This design comes from an exercise in tuning for small area on the open sky130 flow, not from production work. In this exercise RTL edits were held to simulation tests only and were not proved equivalent to the original. Power is estimated from default activity; no workload was simulated.

tundra:
==> flow/design.v (excerpt) <==
module LTSSM(
    input            clk,  
    input            rst,
    input            mode,  
    input            lane0_rx_det,
    input            lane1_rx_det,
    input            lane2_rx_det,
    input            lane3_rx_det,
    input            lane0_idle_break,
    input            lane1_idle_break,
    input            lane2_idle_break,
    input            lane3_idle_break,
    output           lane0_rx_det_seq_req,
    output           lane1_rx_det_seq_req,
    output           lane2_rx_det_seq_req,
    output           lane3_rx_det_seq_req,
    input            lane0_rx_det_seq_ack,
    input            lane1_rx_det_seq_ack,
    input            lane2_rx_det_seq_ack,
    input            lane3_rx_det_seq_ack,
    input[127:0]     lane0_ts_i,
    input            lane0_ts_i_vld,
    output[127:0]    lane0_ts_o,
    output           lane0_ts_o_vld,
    input[127:0]     lane1_ts_i,
    input            lane1_ts_i_vld,
    output[127:0]    lane1_ts_o,
    output           lane1_ts_o_vld,
    input[127:0]     lane2_ts_i,
    input            lane2_ts_i_vld,
    output[127:0]    lane2_ts_o,
    output           lane2_ts_o_vld,
    input[127:0]     lane3_ts_i,
    input            lane3_ts_i_vld,
    output[127:0]    lane3_ts_o,
    output           lane3_ts_o_vld,
    input            lane0_tx_fifo_full,
    input            lane1_tx_fifo_full,
    input            lane2_tx_fifo_full,
    input            lane3_tx_fifo_full,
    output[5:0]      curr_speed,
    output           linkup
);
Settings: LEC_CHECK=0, ABC_AREA=1, CAP_MARGIN=20, CORE_AREA=10 10 390 390, DIE_AREA=0 0 400 400, SLEW_MARGIN=20; clock period 8.0 ns.
run.sh (not shown) runs the stock make flow with config.mk's settings and CLKGATE_MAP_FILE= SYNTH_SCRIPT=/design/flow/synth_recipe.tcl, a recipe that flattens the netlist after the stock synthesis.
The inputs of lagoon differ from those of tundra as listed below.
# tundra
export LEC_CHECK = 0
export ABC_AREA = 1
export CAP_MARGIN = 20
export CORE_AREA = 10 10 390 390
export DIE_AREA = 0 0 400 400
export SLEW_MARGIN = 20
create_clock -name core_clock -period 8.0 [get_ports {clk}]
# lagoon
export LEC_CHECK = 0
export CAP_MARGIN = 20
export CORE_AREA = 10 10 390 390
export DIE_AREA = 0 0 400 400
export SLEW_MARGIN = 20
create_clock -name core_clock -period 8.0 [get_ports {clk}]
[summary]
tundra vs lagoon, group drawing the most power: clock vs sequential cells
Looking at detailed route wirelength on metal2, lagoon sits about 7% lower than tundra does.
Looking at fraction of layout instances using a drive strength above 1, lagoon sits 1.2 points above tundra.
Placed wire-length estimate was higher in the run labelled tundra.
Minimum setup slack after placement sits lower in lagoon than in tundra.
Share of total power in combinational logic | lagoon above tundra
Taking tundra as the reference, in lagoon final clock period utilization by the worst path higher, power after layout has decreased, post-layout utilization of the core moved down, basic-gate share of the synthesized area counting and, or, nand and nor cells decreased by 1.5 points relative to the old numbers.
Diff tundra and lagoon: detail-routed net length per standard cell lower in tundra
Looking only at fmax, and setting everything else aside, the higher value of tundra and lagoon goes to tundra.
diff inputs: lagoon => xenon
==> flow/flow/run.sh (new file) <==
#!/bin/bash
# Standard layout, but the port buffers are the smallest buffer cell.
cp standard.sh standard_sh_copy.txt
export BUFFER_PORTS_ARGS="-buffer_cell sky130_fd_sc_hd__buf_1"
bash standard.sh > standard.log 2>&1
==> flow/standard.sh (new file) <==
#!/bin/bash
# synth_recipe.tcl (not shown) runs the flow's synth.tcl, then flattens the netlist and writes it again
# the make line also repeats each setting of config.mk as NAME=value (left out here)
make -C /OpenROAD-flow-scripts/flow DESIGN_CONFIG=/design/flow/config.mk WORK_HOME=/design/flow/orfs CLKGATE_MAP_FILE= SYNTH_SCRIPT=/design/flow/synth_recipe.tcl "${@:-finish}"
removed: flow/run.sh
- The number of global-route vias before repair reported for xenon is smaller than that of lagoon by 492.
- Max freq lagoon -> xenon: improved
- Status: clock power parity (xenon, lagoon)

---

## build 50
Another version of the RTL of LTSSM (not shown whole).
Size in the first run: ~2,200 cells after synthesis, roughly 310 flip-flops, roughly 1,100 I/O pins, roughly 0.019 mm2 of cells after synthesis.
export LEC_CHECK = 0
export CAP_MARGIN = 0
export CORE_AREA = 10 10 390 390
export DIE_AREA = 0 0 400 400
export SLEW_MARGIN = 0
create_clock -name core_clock -period 8.0 [get_ports {clk}]
standard.sh (not shown) runs the stock make flow with config.mk's settings and CLKGATE_MAP_FILE= SYNTH_SCRIPT=/design/flow/synth_recipe.tcl, a recipe that flattens the netlist after the stock synthesis.
==> flow/flow/run.sh <==
#!/bin/bash
# Standard layout (standard.sh) with these changes:
#  - synthesis maps the logic with an area-oriented ABC script (flow/abc_area.script);
#    the registers and every other synthesis step are the standard ones;
#  - the port buffers are the smallest buffer cell (every port still gets one);
#  - one tie cell drives all constant outputs instead of one tie cell each;
#  - clock tree: larger sink clusters and no dummy loads.
set -euo pipefail
{ head -n 1 synth_recipe.tcl; cat flow/abc_wrap.tcl; tail -n +2 synth_recipe.tcl; } > area_synth.tcl
export FLOW_ABC_SCRIPT="$PWD/flow/abc_area.script"
export BUFFER_PORTS_ARGS="-buffer_cell sky130_fd_sc_hd__buf_1"
export SKIP_REPAIR_TIE_FANOUT=1
export CTS_ARGS="-sink_clustering_enable -repair_clock_nets -sink_clustering_size 30 -sink_clustering_max_diameter 120 -dont_use_dummy_load"
bash standard.sh SYNTH_SCRIPT="$PWD/area_synth.tcl" finish > standard.log 2>&1
==> flow/flow/abc_area.script <==
&get -n
&st
&syn2
&dch -f
&nf -a -R 1000
&st
&dch -f
&nf -a -R 1000
&put
topo
stime -c
dnsize -c
==> flow/flow/abc_wrap.tcl <==
# Run ABC with the area-oriented script given in FLOW_ABC_SCRIPT instead of
# the one the standard synthesis picks; everything else stays as it is.
proc abc {args} {
  set i [lsearch -exact $args -script]
  if { $i >= 0 } {
    lset args [expr { $i + 1 }] $::env(FLOW_ABC_SCRIPT)
  }
  puts "abc (area script): $args"
  yosys abc {*}$args
}
Input changes introduced in build 29 (baseline for comparison: build 50):
--- a/flow/flow/run.sh
+++ b/flow/flow/run.sh
@@ -11,4 +11,4 @@
 export BUFFER_PORTS_ARGS="-buffer_cell sky130_fd_sc_hd__buf_1"
 export SKIP_REPAIR_TIE_FANOUT=1
-export CTS_ARGS="-sink_clustering_enable -repair_clock_nets -sink_clustering_size 30 -sink_clustering_max_diameter 120 -dont_use_dummy_load"
+export CTS_ARGS="-sink_clustering_enable -repair_clock_nets -sink_clustering_size 28 -sink_clustering_max_diameter 80 -dont_use_dummy_load"
 bash standard.sh SYNTH_SCRIPT="$PWD/area_synth.tcl" finish > standard.log 2>&1
Total chip power went up by a few percent going from build 50 to build 29.
Taking build 50 as the reference, in build 29 via count level, clock-buffer cell count rose 3, fmax level, portion of the clock cycle consumed by the worst path in the final layout neither gained nor lost much.
Relative to build 29, the following input files were edited for build 40:
--- a/flow/flow/run.sh
+++ b/flow/flow/run.sh
@@ -11,4 +11,5 @@
 export BUFFER_PORTS_ARGS="-buffer_cell sky130_fd_sc_hd__buf_1"
 export SKIP_REPAIR_TIE_FANOUT=1
+export GPL_KEEP_OVERFLOW=0
 export CTS_ARGS="-sink_clustering_enable -repair_clock_nets -sink_clustering_size 28 -sink_clustering_max_diameter 80 -dont_use_dummy_load"
 bash standard.sh SYNTH_SCRIPT="$PWD/area_synth.tcl" finish > standard.log 2>&1
[summary]
Routed wire length went down slightly going from build 29 to build 40. Max number of vias per cell after detailed routing across build 40 and build 29: build 29. In terms of final core area utilization, build 29 and build 40 differ only marginally. On tap cell instance count, build 40 tracks build 29 almost exactly. Compared with build 29, number of buffers outside the clock class in the layout in build 40 decreased by a few percent. | required time at the endpoint of the critical path | build 40 vs build 29 | 0.04 ns lower |. Build 29 → build 40: design area flat, number of diodes up 3, final net count down 22, fraction of area in multi-input gates up 0.19 points.
Input changes introduced in build 71 (baseline for comparison: build 40):
--- a/flow/flow/run.sh
+++ b/flow/flow/run.sh
@@ -11,5 +11,4 @@
 export BUFFER_PORTS_ARGS="-buffer_cell sky130_fd_sc_hd__buf_1"
 export SKIP_REPAIR_TIE_FANOUT=1
-export GPL_KEEP_OVERFLOW=0
 export CTS_ARGS="-sink_clustering_enable -repair_clock_nets -sink_clustering_size 28 -sink_clustering_max_diameter 80 -dont_use_dummy_load"
 bash standard.sh SYNTH_SCRIPT="$PWD/area_synth.tcl" finish > standard.log 2>&1
--- a/flow/flow/abc_area.script
+++ b/flow/flow/abc_area.script
@@ -1,4 +1,5 @@
 &get -n
 &st
+&dc2
 &syn2
 &dch -f
--- outcome ---
- Number of violations reported at the end of detailed-routing iteration 0: build 71 vs build 40 up 6.9%
- Measured against each other, build 71 and build 40 differ in mux cell area share after synthesis, the higher figure coming from build 40.
- Total wirelength of the detailed-routed design essentially unchanged between build 40 and build 71.
- Build 71 vs build 40, capture point of the worst path: u_tsa_u0.cnt[15] vs u_tsa_u2.cnt[15]
- Share of final-layout standard cells stronger than drive strength 1 | build 71 above build 40
- Critical path depth (build 71 / build 40): 1.07
- Build 71 vs. build 40: fraction of power consumed by the clock network went down; power dissipated by switching net loads now smaller; final weighted congestion in routability-driven placement now sits higher.
- Delta (build 71 minus build 40): multi-input combinational cell count fell by 1.3%, sum of internal, switching and leakage power shrank by 120 uW, sequential share of layout area shows no meaningful change.

-- re-timing with driven ports --
No port has a modelled driver above. Below, the same layouts with a new extraction and two added sets of constraints. Step 1 sets driving cells, clkbuf_16 on the clock port and buf_2 on the other inputs (assumed; they add their load-dependent delay and slew). Step 2 times the ports against the registers' clock, not the clock port: input delays grow and output delays shrink by t, the midpoint of the rising clock arrivals with the driver on. a / b / c = no drivers / after step 1 / after step 2; a / b = the first two.
run	t (ns)	setup WS [ns]	clock arrival spread, ns	worst register clock-pin slew, ns
tundra	0.635	3.051 / 2.954 / 2.320	0.057 / 0.057	0.07 / 0.07
lagoon	0.620	2.568 / 2.592 / 1.972	0.048 / 0.048	0.07 / 0.07
xenon	0.611	2.976 / 2.984 / 2.373	0.028 / 0.028	0.07 / 0.07
build 50	0.607	0.752 / 0.766 / 0.158	0.069 / 0.069	0.12 / 0.12
build 29	0.620	0.754 / 0.760 / 0.140	0.122 / 0.122	0.10 / 0.10
build 40	0.623	0.373 / 0.412 / -0.212	0.113 / 0.113	0.11 / 0.11
build 71	0.603	0.933 / 0.959 / 0.356	0.080 / 0.079	0.11 / 0.11
With both steps, setup timing fails in build 40, where it was met with ideal ports. For tundra, which loses most, drivers alone change the setup slack by -0.097 ns; drivers and shift together by -0.731 ns.
